This is an optimization exercise on Yosys and OpenROAD, whose aim is small area, not a production implementation.
Function was checked by simulation only, so behaviour that the tests miss may differ from the original.
Power figures rest on the tool's default switching activity, not on a simulated workload.

--- constraint.sdc ---
create_clock -name core_clock -period 10.0 [get_ports {clk}]
set_input_delay 2.0000 -clock core_clock [delete_from_list [all_inputs] [get_ports {clk}]]
set_output_delay 2.0000 -clock core_clock [all_outputs]
set_load 0.01 [all_outputs]
--- flow/run.sh ---
#!/bin/bash
# Own layout flow: the standard ORFS flow, except that
#  - the one-hot read multiplexers (modules MUXI, MUXR, MUXD) are given as
#    structural sky130 cells before synthesis, so that ABC does not remap them;
#  - clock tree synthesis uses clkbuf_8 buffers, its own sink clusters and no dummy loads.
set -euo pipefail
python3 flow/subst.py design.v design_mapped.v > subst.log 2>&1
bash standard.sh VERILOG_FILES="$PWD/design_mapped.v" \
  CTS_ARGS="-sink_clustering_enable -repair_clock_nets -sink_clustering_size 18 -sink_clustering_max_diameter 55 -dont_use_dummy_load -buf_list sky130_fd_sc_hd__clkbuf_8" \
  finish > standard.log 2>&1
--- flow/muxgen.py ---
#!/usr/bin/env python3
"""Structural one-hot AND-OR multiplexer in sky130_fd_sc_hd cells.

y[b] = OR over i of (sel[i] & d[i*W + b]).  Same ports as the behavioural module.
usage: muxgen.py NAME N W [K:WIDTH ...]
  K:WIDTH marks input K as only WIDTH bits wide (its higher bits are zero and skipped).
"""
import sys

P = 'sky130_fd_sc_hd__'


def split(n, most):
    """Split n items into ceil(n/most) nearly equal chunks."""
    c = (n + most - 1) // most
    return [n // c + (1 if x < n % c else 0) for x in range(c)]


def gen(name, n, w, narrow):
    out = [f'module {name}(input [{n-1}:0] sel, input [{n*w-1}:0] d, output [{w-1}:0] y);']
    cnt = [0]

    def inst(cell, pins):
        cnt[0] += 1
        ps = ', '.join(f'.{p}({s})' for p, s in pins)
        out.append(f'  {P}{cell} u{cnt[0]} ({ps});')

    def wire(nm):
        out.append(f'  wire {nm};')
        return nm

    for b in range(w):
        idx = [i for i in range(n) if not (i in narrow and b >= narrow[i])]
        # first level: groups of up to 3 AND pairs, active-low outputs
        sizes = split(len(idx), 3)
        lows = []
        k = 0
        for gi, sz in enumerate(sizes):
            g = idx[k:k + sz]
            k += sz
            o = wire(f'g{b}_{gi}')
            if sz == 3:
                inst('a222oi_1', [('A1', f'sel[{g[0]}]'), ('A2', f'd[{g[0]*w+b}]'),
                                  ('B1', f'sel[{g[1]}]'), ('B2', f'd[{g[1]*w+b}]'),
                                  ('C1', f'sel[{g[2]}]'), ('C2', f'd[{g[2]*w+b}]'), ('Y', o)])
            elif sz == 2:
                inst('a22oi_1', [('A1', f'sel[{g[0]}]'), ('A2', f'd[{g[0]*w+b}]'),
                                 ('B1', f'sel[{g[1]}]'), ('B2', f'd[{g[1]*w+b}]'), ('Y', o)])
            else:
                inst('nand2_1', [('A', f'sel[{g[0]}]'), ('B', f'd[{g[0]*w+b}]'), ('Y', o)])
            lows.append(o)
        # second level: NAND of up to 4 active-low terms gives active-high ORs
        highs = []
        k = 0
        for j, sz in enumerate(split(len(lows), 4)):
            chunk = lows[k:k + sz]
            k += sz
            o = wire(f'h{b}_{j}')
            if sz == 1:
                inst('inv_1', [('A', chunk[0]), ('Y', o)])
            else:
                inst({2: 'nand2_1', 3: 'nand3_1', 4: 'nand4_1'}[sz], list(zip('ABCD', chunk)) + [('Y', o)])
            highs.append(o)
        assert len(highs) <= 4
        if len(highs) == 1:
            out.append(f'  assign y[{b}] = {highs[0]};')
        else:
            inst({2: 'or2_1', 3: 'or3_1', 4: 'or4_1'}[len(highs)], list(zip('ABCD', highs)) + [('X', f'y[{b}]')])
    out.append('endmodule')
    return '\n'.join(out) + '\n'


if __name__ == '__main__':
    nar = {}
    for a in sys.argv[4:]:
        k, v = a.split(':')
        nar[int(k)] = int(v)
    sys.stdout.write(gen(sys.argv[1], int(sys.argv[2]), int(sys.argv[3]), nar))
--- design.v ---
module MUXI(input [32-1:0] sel, input [32*24-1:0] d, output reg [24-1:0] y);
	integer i;
	always @* begin
		y = {24{1'b0}};
		for (i = 0; i < 32; i = i + 1)
			y = y | (d[i*24 +: 24] & {24{sel[i]}});
	end
endmodule
module MUXR(input [35-1:0] sel, input [35*32-1:0] d, output reg [32-1:0] y);
	integer i;
	always @* begin
		y = {32{1'b0}};
		for (i = 0; i < 35; i = i + 1)
			y = y | (d[i*32 +: 32] & {32{sel[i]}});
	end
endmodule
module MUXD(input [33-1:0] sel, input [33*32-1:0] d, output reg [32-1:0] y);
	integer i;
	always @* begin
		y = {32{1'b0}};
		for (i = 0; i < 33; i = i + 1)
			y = y | (d[i*32 +: 32] & {32{sel[i]}});
	end
endmodule
module MULTI_CYCLE_RISC_V#(parameter INSTRUCTION_ADDR_SIZE = 5, DATA_LEN = 32)(input clk, input rst, input ins_write,input [(2**INSTRUCTION_ADDR_SIZE)-1:0] instruction_in, output [DATA_LEN-1:0] res);
	integer k;
	wire [6:0] in_op = instruction_in[6:0];
	wire [9:0] in_fn = {instruction_in[31:25], instruction_in[14:12]};
	wire in_r  = (in_op == 7'd51);
	wire in_ld = (in_op == 7'd3);
	wire in_st = (in_op == 7'd35);
	wire in_bq = (in_op == 7'd99);
	reg [2:0] in_aop;
	always @* begin
		case (in_fn)
			10'b0000000000: in_aop = 3'b000;
			10'b0100000000: in_aop = 3'b001;
			10'b0000000111: in_aop = 3'b010;
			10'b0000000110: in_aop = 3'b011;
			default:        in_aop = 3'b100;
		endcase
	end
	wire [1:0] in_typ = in_ld ? 2'b01 : in_st ? 2'b10 : in_bq ? 2'b11 : 2'b00;
	wire [6:0] in_hi  = (in_ld | in_st) ? instruction_in[31:25] : in_r ? {3'b000, 1'b1, in_aop} : 7'd0;
	wire [23:0] in_word = {in_typ, in_hi, instruction_in[24:20], instruction_in[19:15], instruction_in[11:7]};
	reg [23:0] imem [0:31];
	reg [4:0] imem_wptr;
	reg imem_wrap;
	reg [4:0] pc;
	always @(posedge clk or negedge rst) begin
		if (~rst) begin
			imem_wptr <= 5'd0;
			imem_wrap <= 1'b0;
		end else if (ins_write) begin
			imem_wptr <= imem_wptr + 1'b1;
			if (imem_wptr == 5'd31) imem_wrap <= 1'b1;
		end
	end
	always @(posedge clk) begin
		if (ins_write) imem[imem_wptr] <= in_word;
	end
	wire fetch_ok = ~ins_write & (imem_wrap | (pc < imem_wptr));
	reg [31:0] fetch_sel;
	reg [767:0] fetch_d;
	wire [23:0] fetch;
	always @* begin
		for (k = 0; k < 32; k = k + 1) begin
			fetch_sel[k] = fetch_ok && (pc == k);
			fetch_d[k*24 +: 24] = imem[k];
		end
	end
	MUXI fetch_mux(.sel(fetch_sel), .d(fetch_d), .y(fetch));
	reg [23:0] ifid_w;
	reg [4:0] ifid_ptr;
	reg [1:0] pstate;
	reg [4:0] idex_rs1, idex_rs2, idex_rd;
	reg [6:0] idex_hi;
	reg [2:0] idex_aop;
	reg idex_imm_ld, idex_imm_st, idex_imm_z;
	reg idex_mr, idex_mw, idex_rw, idex_m2r;
	reg idex_beq, idex_pred, idex_dz;
	reg [31:0] exmem_alu;
	reg [4:0] exmem_rd;
	reg exmem_rw, exmem_m2r, exmem_mr, exmem_z;
	reg exmem_upd, exmem_taken, exmem_misp;
	reg [31:0] memwb_val;
	reg [4:0] memwb_rd;
	reg memwb_rw, memwb_z;
	reg [31:0] wb_data;
	reg [4:0] wb_addr;
	reg wb_en;
	wire [1:0] d_typ = ifid_w[23:22];
	wire [6:0] d_hi  = ifid_w[21:15];
	wire [4:0] d_rs2 = ifid_w[14:10];
	wire [4:0] d_rs1 = ifid_w[9:5];
	wire [4:0] d_rd  = ifid_w[4:0];
	wire d_ld = (d_typ == 2'b01);
	wire d_st = (d_typ == 2'b10);
	wire d_bq = (d_typ == 2'b11);
	wire d_r  = (d_typ == 2'b00) & d_hi[3];
	wire d_df = (d_typ == 2'b00) & ~d_hi[3];
	wire stall = idex_mr & ((idex_rd == d_rs1) | (idex_rd == d_rs2));
	wire flush = exmem_misp;
	wire take_status = ~pstate[1] & d_bq;
	wire pc_src = d_bq & (flush ? exmem_taken : ~pstate[1]);
	wire [4:0] new_pc = {ifid_ptr[4:1] + d_rd[4:1], ifid_ptr[0]};
	wire [4:0] next_pc = pc_src ? new_pc : pc + 1'b1;
	always @(posedge clk or negedge rst) begin
		if (~rst) pc <= 5'd0;
		else if (ins_write) pc <= 5'd0;
		else if (~stall) pc <= next_pc;
	end
	always @(posedge clk or negedge rst) begin
		if (~rst) begin
			ifid_w <= 24'd0;
		end else if (flush) begin
			ifid_w <= 24'd0;
		end else if (~stall) begin
			ifid_w <= fetch;
		end
	end
	always @(posedge clk) begin
		if (~flush & ~stall) ifid_ptr <= pc;
	end
	always @(posedge clk or negedge rst) begin
		if (~rst) pstate <= 2'b01;
		else if (exmem_upd) begin
			if (exmem_taken) pstate <= (pstate == 2'b00) ? 2'b00 : pstate - 1'b1;
			else pstate <= (pstate == 2'b11) ? 2'b11 : pstate + 1'b1;
		end
	end
	wire ctl = ~flush & ~stall;
	always @(posedge clk) begin
		idex_aop <= ~ctl ? 3'b000 : d_bq ? 3'b001 : d_r ? d_hi[2:0] : 3'b000;
		idex_pred <= take_status;
		idex_rs1 <= d_rs1;
		idex_rs2 <= d_rs2;
		idex_rd <= d_rd;
		idex_hi <= d_hi;
	end
	always @(posedge clk or negedge rst) begin
		if (~rst) begin
			idex_imm_ld <= 1'b0;
			idex_imm_st <= 1'b0;
			idex_imm_z <= 1'b0;
			idex_mr <= 1'b0;
			idex_mw <= 1'b0;
			idex_rw <= 1'b0;
			idex_m2r <= 1'b0;
			idex_beq <= 1'b0;
			idex_dz <= 1'b1;
		end else begin
			idex_imm_ld <= ctl & d_ld;
			idex_imm_st <= ctl & d_st;
			idex_imm_z <= ctl & d_df;
			idex_mr <= ctl & d_ld;
			idex_mw <= ctl & d_st;
			idex_rw <= ctl & (d_ld | d_r | d_df);
			idex_m2r <= ctl & (d_ld | d_df);
			idex_beq <= ~flush & d_bq;
			idex_dz <= flush;
		end
	end
	reg [31:0] rf [0:31];
	reg [31:0] rf_v;
	always @(posedge clk) begin
		if (wb_en) rf[wb_addr] <= wb_data;
	end
	always @(posedge clk or negedge rst) begin
		if (~rst) rf_v <= 32'd0;
		else if (wb_en) rf_v[wb_addr] <= 1'b1;
	end
	reg fa_ex_r, fa_wb_r, fb_ex_r, fb_wb_r;
	wire idex_fw = ~flush & idex_rw & (idex_rd != 5'd0);
	wire exmem_fw = exmem_rw & (exmem_rd != 5'd0);
	always @(posedge clk or negedge rst) begin
		if (~rst) begin
			fa_ex_r <= 1'b0;
			fa_wb_r <= 1'b0;
			fb_ex_r <= 1'b0;
			fb_wb_r <= 1'b0;
		end else begin
			fa_ex_r <= idex_fw & (idex_rd == d_rs1);
			fa_wb_r <= exmem_fw & (exmem_rd == d_rs1);
			fb_ex_r <= idex_fw & (idex_rd == d_rs2);
			fb_wb_r <= exmem_fw & (exmem_rd == d_rs2);
		end
	end
	wire fa_ex = fa_ex_r;
	wire fa_wb = ~fa_ex_r & fa_wb_r;
	wire fb_ex = fb_ex_r;
	wire fb_wb = ~fb_ex_r & fb_wb_r;
	wire rd_a = ~idex_dz & ~fa_ex & ~fa_wb;
	wire rd_b = ~idex_dz & ~fb_ex & ~fb_wb;
	reg [34:0] sel_a, sel_b;
	reg [1119:0] rf_d_a, rf_d_b;
	always @* begin
		for (k = 0; k < 32; k = k + 1) begin
			sel_a[k] = rd_a && (idex_rs1 == k) && rf_v[k];
			sel_b[k] = rd_b && (idex_rs2 == k) && rf_v[k];
			rf_d_a[k*32 +: 32] = rf[k];
			rf_d_b[k*32 +: 32] = rf[k];
		end
		sel_a[32] = fa_ex;
		sel_a[33] = fa_wb;
		sel_a[34] = rd_a & ~|sel_a[31:0];
		sel_b[32] = fb_ex;
		sel_b[33] = fb_wb;
		sel_b[34] = rd_b & ~|sel_b[31:0];
		rf_d_a[1024 +: 96] = {27'd0, idex_rs1, memwb_val, exmem_alu};
		rf_d_b[1024 +: 96] = {27'd0, idex_rs2, memwb_val, exmem_alu};
	end
	wire [31:0] op_a, op_b2;
	MUXR rf_mux_a(.sel(sel_a), .d(rf_d_a), .y(op_a));
	MUXR rf_mux_b(.sel(sel_b), .d(rf_d_b), .y(op_b2));
	wire [31:0] op_b = idex_imm_ld ? {20'd0, idex_hi, idex_rs2} :
	                   idex_imm_st ? {20'd0, idex_hi, idex_rd} :
	                   idex_imm_z ? 32'd0 : op_b2;
	wire sub = idex_aop[0];
	wire [31:0] bx = op_b ^ {32{sub}};
	wire [32:0] sum33 = {op_a, sub} + {bx, sub};
	reg [31:0] alu;
	always @* begin
		case (idex_aop)
			3'b000, 3'b001: alu = sum33[32:1];
			3'b010: alu = op_a & op_b;
			3'b011: alu = op_a | op_b;
			default: alu = 32'd0;
		endcase
	end
	wire [31:0] zp = op_a ^ bx;
	wire [31:0] zo = op_a | bx;
	wire alu_zero = sub ? &zp : ~|(zp ^ {zo[30:0], 1'b0});
	reg [31:0] dmem [0:31];
	reg [31:0] dmem_v;
	wire st_en = idex_mw & ~flush;
	always @(posedge clk) begin
		if (st_en) dmem[alu[4:0]] <= op_b2;
	end
	always @(posedge clk or negedge rst) begin
		if (~rst) dmem_v <= 32'd0;
		else if (st_en) dmem_v[alu[4:0]] <= 1'b1;
	end
	always @(posedge clk) begin
		exmem_taken <= idex_beq & alu_zero;
		exmem_alu <= alu;
		exmem_rd <= idex_rd;
	end
	always @(posedge clk or negedge rst) begin
		if (~rst) begin
			exmem_rw <= 1'b0;
			exmem_m2r <= 1'b0;
			exmem_mr <= 1'b0;
			exmem_z <= 1'b1;
			exmem_upd <= 1'b0;
			exmem_misp <= 1'b0;
		end else begin
			exmem_rw <= ~flush & idex_rw;
			exmem_m2r <= ~flush & idex_m2r;
			exmem_mr <= ~flush & idex_mr;
			exmem_z <= flush;
			exmem_upd <= ~flush & idex_beq;
			exmem_misp <= ~flush & idex_beq & (idex_pred ^ alu_zero);
		end
	end
	reg [32:0] mem_sel;
	reg [1055:0] mem_d;
	wire [31:0] mem_val;
	always @* begin
		for (k = 0; k < 32; k = k + 1) begin
			mem_sel[k] = exmem_m2r && exmem_mr && (exmem_alu[4:0] == k) && dmem_v[k];
			mem_d[k*32 +: 32] = dmem[k];
		end
		mem_sel[32] = ~exmem_m2r & ~exmem_z;
		mem_d[1024 +: 32] = exmem_alu;
	end
	MUXD mem_mux(.sel(mem_sel), .d(mem_d), .y(mem_val));
	always @(posedge clk) begin
		memwb_val <= mem_val;
		memwb_rd <= exmem_rd;
	end
	always @(posedge clk or negedge rst) begin
		if (~rst) begin
			memwb_rw <= 1'b0;
			memwb_z <= 1'b1;
		end else begin
			memwb_rw <= exmem_rw;
			memwb_z <= 1'b0;
		end
	end
	assign res = memwb_val & {32{~ins_write & ~memwb_z}};
	always @(posedge clk) begin
		wb_data <= memwb_val;
		wb_addr <= memwb_rd;
	end
	always @(posedge clk or negedge rst) begin
		if (~rst) wb_en <= 1'b0;
		else wb_en <= memwb_rw & ~ins_write;
	end
endmodule
--- config.mk ---
export PLATFORM = sky130hd
export DESIGN_NAME = MULTI_CYCLE_RISC_V
export DESIGN_NICKNAME = MULTI_CYCLE_RISC_V
export VERILOG_FILES = /design/flow/design.v
export SDC_FILE = /design/flow/constraint.sdc
export NUM_CORES = 8
export LEC_CHECK = 0
export CAP_MARGIN = 20
export CORE_MARGIN = 2
export CORE_UTILIZATION = 60
export PLACE_DENSITY = 0.8
export SLEW_MARGIN = 20
--- flow/subst.py ---
#!/usr/bin/env python3
"""Replace the behavioural read multiplexers in the design with structural ones.
usage: subst.py IN.v OUT.v   (muxgen.py must sit beside this script)"""
import re, sys, os
sys.path.insert(0, os.path.dirname(os.path.abspath(__file__)))
from muxgen import gen
MUXES = {'MUXI': (32, 24, {}), 'MUXR': (35, 32, {34: 5}), 'MUXD': (33, 32, {})}
src = open(sys.argv[1]).read()
for name, (n, w, nar) in MUXES.items():
    pat = re.compile(r'^\s*module\s+' + name + r'\b.*?^\s*endmodule\b', re.S | re.M)
    found = pat.findall(src)
    if len(found) != 1:
        sys.exit(f'module {name} found {len(found)} times')
    src = pat.sub('', src)
    src += '\n' + gen(name, n, w, nar)
    print(f'replaced {name} ({n} x {w}, narrow {nar})')
open(sys.argv[2], 'w').write(src)
--- standard.sh ---
#!/bin/bash
# synth_recipe.tcl (not shown) runs the flow's synth.tcl, then flattens the netlist and writes it again
# the make line also repeats each setting of config.mk as NAME=value (left out here)
make -C /OpenROAD-flow-scripts/flow DESIGN_CONFIG=/design/flow/config.mk WORK_HOME=/design/flow/orfs CLKGATE_MAP_FILE= SYNTH_SCRIPT=/design/flow/synth_recipe.tcl "${@:-finish}"
==> flow_summary.ini <==
[clocking]
cts_buffer_depth = 3
numCtsBuffers = 208
cts.htree.levels = 4
cts_hold_buf = 0
cts_tree = done
clock-sinks = 3079
root_buffer = clkbuf_8
cts_resized = 0
clk_pin_slew_ns = 0.10
post_cts_buffers = 0
clk_latency_ns = 1.09

[cells_and_area]
syn_to_final_growth_pct = 8.06
drive_above_1_share_pct = 9.89
fill_cells = 12500
layout.cells.non_filler = 9416
final_nets = 6980

[timing]
fin_setup_tns_ns = 0
hold_viol_final = 0
fmax_mhz = 111
max_slew_margin_pct = 23.1
slew_violations = 0
period_share_pct = 90.2
hold_ws_ns = 0.345
rsz0062_at_grt = no
finalClockSkew_ns = 0.171
fin_crit_ns = 9.02
worst_pin_slew_ns = 1.15
setup_viol = 0

[global_route]
grt_max_degree = 75
grt_pass1_wl_um = 518000
grt_pass1_vias = 72900
antenna_found_initial = 39
grt_usage_pct = 36.6
grt_overflow_total = 0

[floorplan]
die_h_um = 444
die_area_um2 = 197000
core_area_um2 = 192000
pin_count = 67
start_util_pct = 60.3
die_x_um = 444
std_cell_rows = 161

[synth]
synth_async_sr_flop_share_pct = 3.90
seq_area_frac_synth_pct = 78.0
synth_cell_types = 85
synth_seq_cells = 3079
yosysTopAreaCell = edfxtp_1
synthCells = 6395
syn_avg_cell_area_um2 = 18.1
synth_area_leaders = edfxtp_1 (73%), a222oi_1 (11%), dfrtp_1 (2.5%)
synth_flop_cell = edfxtp_1
netlist_area_um2 = 116000
postSynthNetCount = 6520
synth-warning-count = 1
yosysTopAreaCellShare_pct = 73.0
synth-edff-count = 2821

[routing]
drtIter0Drc = 23000
wirelength_um = 369000
ant_nets = 0
vias_per_cell = 8.16
drtPass1Iterations = 33
num_vias = 76800
route.detailed.drc = 0
wl_per_cell_um = 39.2

[power]
leakage_uw = 0.0405
intPower_uw = 22300
power.switching_uw = 14300
combPwrFrac_pct = 33.7
clockPowerShare_pct = 15.0
ir_drop_uv = 527
seqPwrFrac_pct = 51.3
power.total_uw = 36600
swShare_pct = 39.0
powerDensity_nw_per_um2 = 292

[worst_hold_path]
hp-class = reg -> reg

[place]
place_hpwl_um = 226000
dp_cells = 9165
place.gp.congestion = 1.04
io_buffers = 66

[critical_path]
worst_setup_path_start_kind = flip-flop
cp_max_fo = 33
setup.worst_path.end_class = flip-flop
cp_data_required_time_ns = 10.63
arrival_ns = 9.65
criticalPathCategory = reg -> reg

[run_status]
status = complete, no violations

[job]
cap_violations = 0
cell usage in the layout (no fill, tap or decap), types with 24 or more instances in the layout:
cell type / n
a21o_1: 54
a21oi_1: 59
a222oi_1: 1242
a22o_1: 30
a22oi_1: 148
and2_1: 50
and3_1: 96
buf_4: 256
clkbuf_8: 208
clkdlybuf4s50_1: 51
dfrtp_1: 117
dfxtp_1: 118
diode_2: 37
edfxtp_1: 2821
ha_1: 89
inv_1: 94
nand2_1: 124
nand3_1: 91
nand4_1: 321
nor2_1: 104
nor2_2: 43
nor2_4: 73
nor2b_1: 24
nor3_1: 28
o21ai_0: 40
o21bai_1: 25
or3_1: 125
xnor2_1: 73
xor2_1: 43
state kept, by name, indices dropped and copies added, names as in the netlist, 2 cells and up:
| name | count |
|---|---|
| dmem | 1024 |
| rf | 1024 |
| imem | 768 |
| dmem_v | 32 |
| exmem_alu | 32 |
| memwb_val | 32 |
| rf_v | 32 |
| wb_data | 32 |
| ifid_w | 24 |
| idex_hi | 7 |
| exmem_rd | 5 |
| idex_rd | 5 |
| idex_rs1 | 5 |
| idex_rs2 | 5 |
| ifid_ptr | 5 |
| imem_wptr | 5 |
| memwb_rd | 5 |
| pc | 5 |
| wb_addr | 5 |
| idex_aop | 3 |
| pstate | 2 |
power groups by stage:
stage	logic (uW)	registers [uW]	clock network [uW]
3_3_place_gp	11300	18900	0
3_5_place_dp	11600	19000	0
5_1_grt	12700	18900	5890
6_report	12300	18800	5510
2_1_floorplan	6380	18400	0
4_1_cts	11700	18700	5490
cells by family (layout without fill, tap and decap cells):
family	count (synthesis)	in the layout	share of synthesized area [%]
DFF	3079	3079	78.0
muxes	12	12	0.127
buffers and inverters	180	638	0.590
AOI/OAI and AO/OA	1708	1708	13.6
adders and majority gates	113	113	1.18
and+or+nand+nor	1185	1185	5.60
xor gates and xnor gates	117	117	0.899
other	1	38	0.00323
layout make-up:
class                   instances  area [um2]  area share [%]
repair buffers                332        2780            2.22
inverters                      98         370           0.295
multi-input cells            3136       25600            20.4
diodes                         37        92.6          0.0739
flip-flops and latches       3079       90500            72.2
well taps                    2526        3160            2.52
clock buffers                 208        2860            2.28
metrics by stage:
stage          cell area [um2]  worst slack [ns]  utilization (%)
2_1_floorplan           116000             0.134                -
3_3_place_gp            122000              1.65             63.5
3_5_place_dp            122000              1.50             63.6
4_1_cts                 125000              1.44             65.1
5_1_grt                 125000             0.681             65.1
6_report                125000             0.979             65.2
cell usage after synthesis, types with 43 or more instances:
library cell,number
or3_1,125
nor2_1,220
nand3_1,91
nand2_1,124
dfxtp_1,138
ha_1,89
a22oi_1,148
clkbuf_1,69
xnor2_1,73
a222oi_1,1242
inv_1,94
edfxtp_1,2821
a21oi_1,61
a21o_1,55
dfrtp_1,117
nand4_1,321
and2_1,51
xor2_1,43
and3_1,96
per-layer routing:
metal / share of wire, % / track usage [%] / vias up / wire, um
met5: 0.055 / 0 / - / 202
met4: 7.7 / 20.5 / 20 / 28600
met3: 18 / 12.8 / 1657 / 66100
met2: 43 / 53.8 / 8297 / 158000
met1: 31 / 47.9 / 37000 / 116000
li1: - / - / 29800 / -
path summary, 6_finish.rpt:
kind                              from     endpoint  slack [ns]  cells after the start
max reg2reg                    exmem_z  dmem[7][14]        0.98                     19
max in group asynchronous          rst     rf_v[18]        7.86                      3
min reg2reg                memwb_rd[1]   wb_addr[1]        0.34                      0
max                            exmem_z  dmem[7][14]        0.98                     19
min                        memwb_rd[1]   wb_addr[1]        0.34                      0
min in group asynchronous          rst    dmem_v[5]        0.86                      1
critical path, cell delays in order (launching register included):
cell	delay, ns
dfstp_2	0.40
nor3_1	0.63
nand2_1	0.24
nor3_1	0.67
and3_1	0.91
a222oi_1	0.26
nand4_1	0.28
or3_1	0.25
buf_4	0.39
or3b_2	0.49
a21oi_1	0.25
xnor2_1	0.19
inv_1	0.08
ha_1	0.31
nand3_1	0.16
a21o_1	0.23
a21boi_0	0.24
o32a_1	0.89
nand3_1	0.65
nor2_4	1.02

port drivers added, routing unchanged:
Ports are ideal in the flow. The routed layout listed here was re-timed in OpenROAD. Step 1, drivers: a clkbuf_16 drives clk and a buf_2 each remaining input, both assumed. Step 2 times the ports against the registers' clock, not the clock port: input delays grow and output delays shrink by t, the midpoint of the rising clock arrivals with the driver on. Three values: ideal ports, drivers, drivers and shift; two values: the first two.
shift t [ns]: 1.092
slack for setup (ns): 0.979 / 0.979 / 0.979
slew at the worst register clock pin (ns): 0.12 / 0.12
pins driven straight from the clock port: 1
After both steps setup and hold are still met in this run. The setup slack of this run moves by 0.000 ns with the drivers and by 0.000 ns with both steps.
